This is an optimization exercise on Yosys and OpenROAD, whose aim is small area and a short achievable clock period, not a production implementation.
Where RTL was checked, it was by simulation tests only, not by an equivalence proof against the original.

==> flow/design.v (excerpt) <==
module mod (
    input logic clk,
    input logic reset,
    input logic [15:0] samp,
    output logic pull,
    output logic pdata
);
For scale: roughly 1100 cells after synthesis, ~110 flip-flops, about 20 I/O pins, about 7600 sq um of cells after synthesis.
Settings: LEC_CHECK=0, ABC_AREA=1, CAP_MARGIN=20, CORE_MARGIN=2, CORE_UTILIZATION=40, CTS_BUF_LIST=sky130_fd_sc_hd__clkbuf_8, SETUP_SLACK_MARGIN=2.8, SLEW_MARGIN=20; clock period 5.2 ns.
standard.sh (not shown) runs the stock make flow with config.mk's settings and CLKGATE_MAP_FILE= SYNTH_SCRIPT=/design/flow/synth_recipe.tcl, a recipe that flattens the netlist after the stock synthesis.
==> flow/flow/run.sh <==
#!/bin/bash
# The standard layout (the standard.sh), but without Yosys's full-adder
# extraction (ADDER_MAP_FILE empty): ABC then maps the adders itself, into
# faster gates than the fixed sky130 fa/ha cells. Registers are unchanged.
set -euo pipefail
bash standard.sh ADDER_MAP_FILE=  finish > standard_flow.log 2>&1
The baseline finished with timing, DRC and antenna clean.
Next try:
- CORE_UTILIZATION: 40 -> 55
- CTS_BUF_LIST: sky130_fd_sc_hd__clkbuf_8 -> not set
Result:
- cell area barely changes
- non-clock buffer count shrinks by 6
- hold slack gets worse by 0.0055 ns
- sequential cell count does not change
- wire length shrinks by 2.9%
- clock skew stays flat

========
## nickel
Another version of the RTL of mod (not shown whole).
Size: roughly 1000 cells after synthesis, about 110 flip-flops.
Design mod, start of the top module:
module mod (
    input logic clk,
    input logic reset,
    input logic [15:0] samp,
    output logic pull,
    output logic pdata
);
clock: 5.2 ns
lec_check: 0
abc_area: 1
cap_margin: 20
core_margin: 2
core_utilization: 40
setup_slack_margin: 3.0
slew_margin: 20
Scripts as last shown in full above: flow/flow/run.sh
The inputs of ember differ from those of nickel as listed below.
# nickel
export LEC_CHECK = 0
export ABC_AREA = 1
export CAP_MARGIN = 20
export CORE_MARGIN = 2
export CORE_UTILIZATION = 40
export SETUP_SLACK_MARGIN = 3.0
export SLEW_MARGIN = 20
create_clock -name core_clock -period 5.2 [get_ports {clk}]
# ember
export LEC_CHECK = 0
export ABC_AREA = 1
export CAP_MARGIN = 20
export CORE_MARGIN = 2
export CORE_UTILIZATION = 40
export SETUP_SLACK_MARGIN = 3.4
export SLEW_MARGIN = 20
create_clock -name core_clock -period 5.2 [get_ports {clk}]
--- outcome ---
In ember, post-route core utilization is higher than in nickel. The final reports for ember and nickel show highest clock rate higher in the former.
For pepper, these inputs were changed with respect to ember:
# ember
export LEC_CHECK = 0
export ABC_AREA = 1
export CAP_MARGIN = 20
export CORE_MARGIN = 2
export CORE_UTILIZATION = 40
export SETUP_SLACK_MARGIN = 3.4
export SLEW_MARGIN = 20
create_clock -name core_clock -period 5.2 [get_ports {clk}]
# pepper
export LEC_CHECK = 0
export ABC_AREA = 1
export CAP_MARGIN = 20
export CORE_MARGIN = 2
export CORE_UTILIZATION = 40
export SETUP_SLACK_MARGIN = 3.2
export SLEW_MARGIN = 20
create_clock -name core_clock -period 5.2 [get_ports {clk}]
[summary]
Delta (pepper minus ember): share of cells above drive strength 1 went down, synthesized cell count did not really move, global routing usage on met3 went down, final worst-path cycle share did not really move. Row worst setup timing slack at the placement stage: pepper higher / ember lower. Relative to ember, number of gates given a new drive strength after cts has gone down in pepper.
No functional check of the RTL was part of any run of this note.

========
== alpha ==
Another version of the RTL of mod (not shown whole).
Size in the first run: roughly 100 flip-flops, ~0.0072 mm2 of cells after synthesis.
make LEC_CHECK=0 CAP_MARGIN=20 CORE_MARGIN=2 CORE_UTILIZATION=40 SETUP_SLACK_MARGIN=2.7 SLEW_MARGIN=20 finish   # period 5.2 ns
run.sh (not shown) runs the stock make flow with config.mk's settings and CLKGATE_MAP_FILE= SYNTH_SCRIPT=/design/flow/synth_recipe.tcl, a recipe that flattens the netlist after the stock synthesis.
Stock flow here: none of the scripts above is used.
No stage failed in alpha, and the final checks on the layout all came back clean.
diff inputs: alpha => beta
- a deleted SETUP_SLACK_MARGIN that had been 2.7
Findings:
beta ended up with pull as its critical path capture point; alpha ended up with pb[39].
Between alpha and beta, the clock period minus final worst setup slack is lower for alpha.
Cmp alpha and beta / core utilization / lower: beta
beta vs. alpha: critical path depth in cells moved down; cell area moved down.
Relative to alpha, number of non-filler instances in the completed layout has decreased by about 7% in beta.
Of the two values seen for startpoint of the most critical setup path, cnt[2] was produced by beta and q by alpha.

========
Setup of build 48:
Another version of the RTL of mod (not shown whole).
Size in the first run: ~920 cells after synthesis, roughly 20 I/O pins, roughly 6600 um^2 of cells after synthesis.
clock: 5.2 ns
lec_check: 0
abc_area: 1
cap_margin: 10
core_margin: 2
core_utilization: 40
setup_slack_margin: 2.9
slew_margin: 10
standard.sh (not shown) runs the stock make flow with config.mk's settings and CLKGATE_MAP_FILE= SYNTH_SCRIPT=/design/flow/synth_recipe.tcl, a recipe that flattens the netlist after the stock synthesis.
Scripts as last shown in full above: flow/flow/run.sh
For build 49, these inputs were changed with respect to build 48:
Settings: a change of SLEW_MARGIN from 10 to 20; an added GPL_TIMING_DRIVEN of 0; a change of CAP_MARGIN from 10 to 20; a change of SETUP_SLACK_MARGIN from 2.9 to 3.0.
==> flow/flow/run.sh <==
#!/bin/bash
# The standard layout (the standard.sh), but without Yosys's full-adder
# extraction (ADDER_MAP_FILE empty): ABC then maps the adders itself, into
# faster gates than the fixed sky130 fa/ha cells. Registers are unchanged.
# The port buffers are the smallest buffer cell (buffer_ports -buffer_cell).
set -euo pipefail
bash standard.sh ADDER_MAP_FILE= 'BUFFER_PORTS_ARGS=-buffer_cell sky130_fd_sc_hd__buf_1'  finish > standard_flow.log 2>&1
Findings:
- Between build 49 and build 48, the xor and xnor area share after synthesis figures differ only marginally.
- In terms of part of the cycle the worst path needs, build 49 and build 48 differ only marginally.
- When build 49 is measured against build 48, its clock buffer count turns out 2 lower.
- Build 49 vs build 48: number of instances resized during post-cts repair down
- Termination of the worst setup path: pull -> build 48, q[0] -> build 49
- Build 49 vs build 48 — detailed placer's ending HPWL climbed by a few percent
- For build 49, the origin of the worst setup path was xb[10], unlike build 48, where it was pull_r.
- Delay of the slowest critical-path stage in build 49 is 0.07 ns higher than in build 48
Inputs modified between build 49 and build 79:
Settings: a change of SETUP_SLACK_MARGIN from 3.0 to 3.1; a deleted GPL_TIMING_DRIVEN that had been 0.
Results
Taking build 49 as the reference, in build 79 die boundary height shows no meaningful change; number of filler instances in the final layout has decreased; final core area utilization rose 0.64 points; critical path depth dropped 12; fraction of the cycle the final worst path needs down 2.2 points. The run showing the greater worst-case setup margin in the final layout is build 79. Reported for build 49 and build 79, number of CTS-inserted buffers turned out identical to the last digit. Lower routed length on met3 among build 49 and build 79: build 79. Compare build 49 and build 79 | sequential share of cell area higher: build 49. Each of the runs, namely build 49 and build 79, reached the end of the flow and came out clean.
Inputs modified between build 79 and build 14:
Settings: changing SETUP_SLACK_MARGIN from 3.1 to 2.8.
==> flow/flow/run.sh <==
#!/bin/bash
# The standard layout (the standard.sh), but without Yosys's full-adder
# extraction (ADDER_MAP_FILE empty): ABC then maps the adders itself, into
# faster gates than the fixed sky130 fa/ha cells. Registers are unchanged.
set -euo pipefail
bash standard.sh ADDER_MAP_FILE=  finish > standard_flow.log 2>&1
==> run notes <==
Build 14: flow completed, timing, DRC and antenna clean. Looking only at via count, and setting everything else aside, the higher value of build 14 and build 79 goes to build 79. [compare] base=build 79 new=build 14: clock-buffer cell count +1, later-pin clock latency in the skew report now sits lower, die area stayed essentially flat, DRC violation total after the first TritonRoute iteration decreased 11%, sequential fraction of total cell area increased 1.4 points. Going from build 79 to build 14, final worst slack shrinks by 0.27 ns. Changes observed in build 14 relative to build 79: area after detailed placement up about 2%. Summary of build 14 over build 79: last weighted congestion value of the routability-driven placer dropped about 1.6%.
Here is what was changed in the inputs of build 96 compared with build 14.
Settings: SETUP_SLACK_MARGIN now 2.95, was 2.8.
==> flow/flow/run.sh <==
#!/bin/bash
# The standard layout (the standard.sh), but without Yosys's full-adder
# extraction (ADDER_MAP_FILE empty): ABC then maps the adders itself, into
# faster gates than the fixed sky130 fa/ha cells. Registers are unchanged.
# The port buffers are the smallest buffer cell (buffer_ports -buffer_cell).
set -euo pipefail
bash standard.sh ADDER_MAP_FILE= 'BUFFER_PORTS_ARGS=-buffer_cell sky130_fd_sc_hd__buf_1'  finish > standard_flow.log 2>&1
Notes after the runs:
Of the two values seen for critical path class, flop to primary output was produced by build 14 and flop to flop by build 96. Shortest clock period the worst path allows after layout ended up 0.22 ns lower on build 96 than on build 14. Across build 14 and build 96, the outcome is the same: a clean finish for every run. Re number of rows created at floorplan: no difference whatsoever between build 14 and build 96. Diff build 14 -> build 96 | global routing usage summed across all routing layers | decrease of 0.25 points. Diff build 14 -> build 96: sequential share of cell area ~0 delta, count of non-CTS buffers in the layout now sits higher. Re slew at the pin closest to its max-slew limit: build 14 was lower than build 96.

[what the ideal ports hide]
No port has a modelled driver above. Below, the same layouts with a new extraction and two added sets of constraints.
Step 1 assumes that a clkbuf_16 drives the clock port and a buf_2 every other input.
Step 2 adds t to the input delays and takes it off the output delays; t is the mean of the earliest and latest rising clock arrival at the registers after step 1. Input paths then give back, and output paths get back, about the clock's delay inside the block.
a / b / c = ideal / step 1 / step 2; a / b = the first two.
run	t, ns	slack for setup (ns)	worst hold slack (ns)
the first run of note 1	0.425	2.913 / 2.913 / 2.687	0.493 / 0.493 / 0.493
the second run of note 1	0.397	2.875 / 2.834 / 2.974	0.488 / 0.488 / 0.488
nickel	0.395	3.048 / 3.010 / 2.850	0.463 / 0.463 / 0.463
ember	0.400	3.173 / 3.131 / 3.052	0.465 / 0.465 / 0.465
pepper	0.395	3.174 / 3.135 / 2.999	0.463 / 0.463 / 0.463
alpha	0.401	2.368 / 2.368 / 2.368	0.492 / 0.492 / 0.492
beta	0.398	1.118 / 1.074 / 1.472	0.471 / 0.471 / 0.471
build 48	0.384	3.044 / 3.004 / 2.877	0.489 / 0.489 / 0.489
build 49	0.396	3.045 / 3.045 / 3.045	0.492 / 0.492 / 0.492
build 79	0.402	3.159 / 3.117 / 3.189	0.486 / 0.486 / 0.486
build 14	0.383	2.892 / 2.852 / 2.878	0.489 / 0.489 / 0.489
build 96	0.404	3.111 / 3.089 / 3.111	0.486 / 0.486 / 0.486
After both steps setup and hold are still met in every run listed. For the first run of note 1, which loses most, drivers alone change the setup slack by 0.000 ns; drivers and shift together by -0.226 ns. The worst setup slack also covers recovery checks on asynchronous resets.
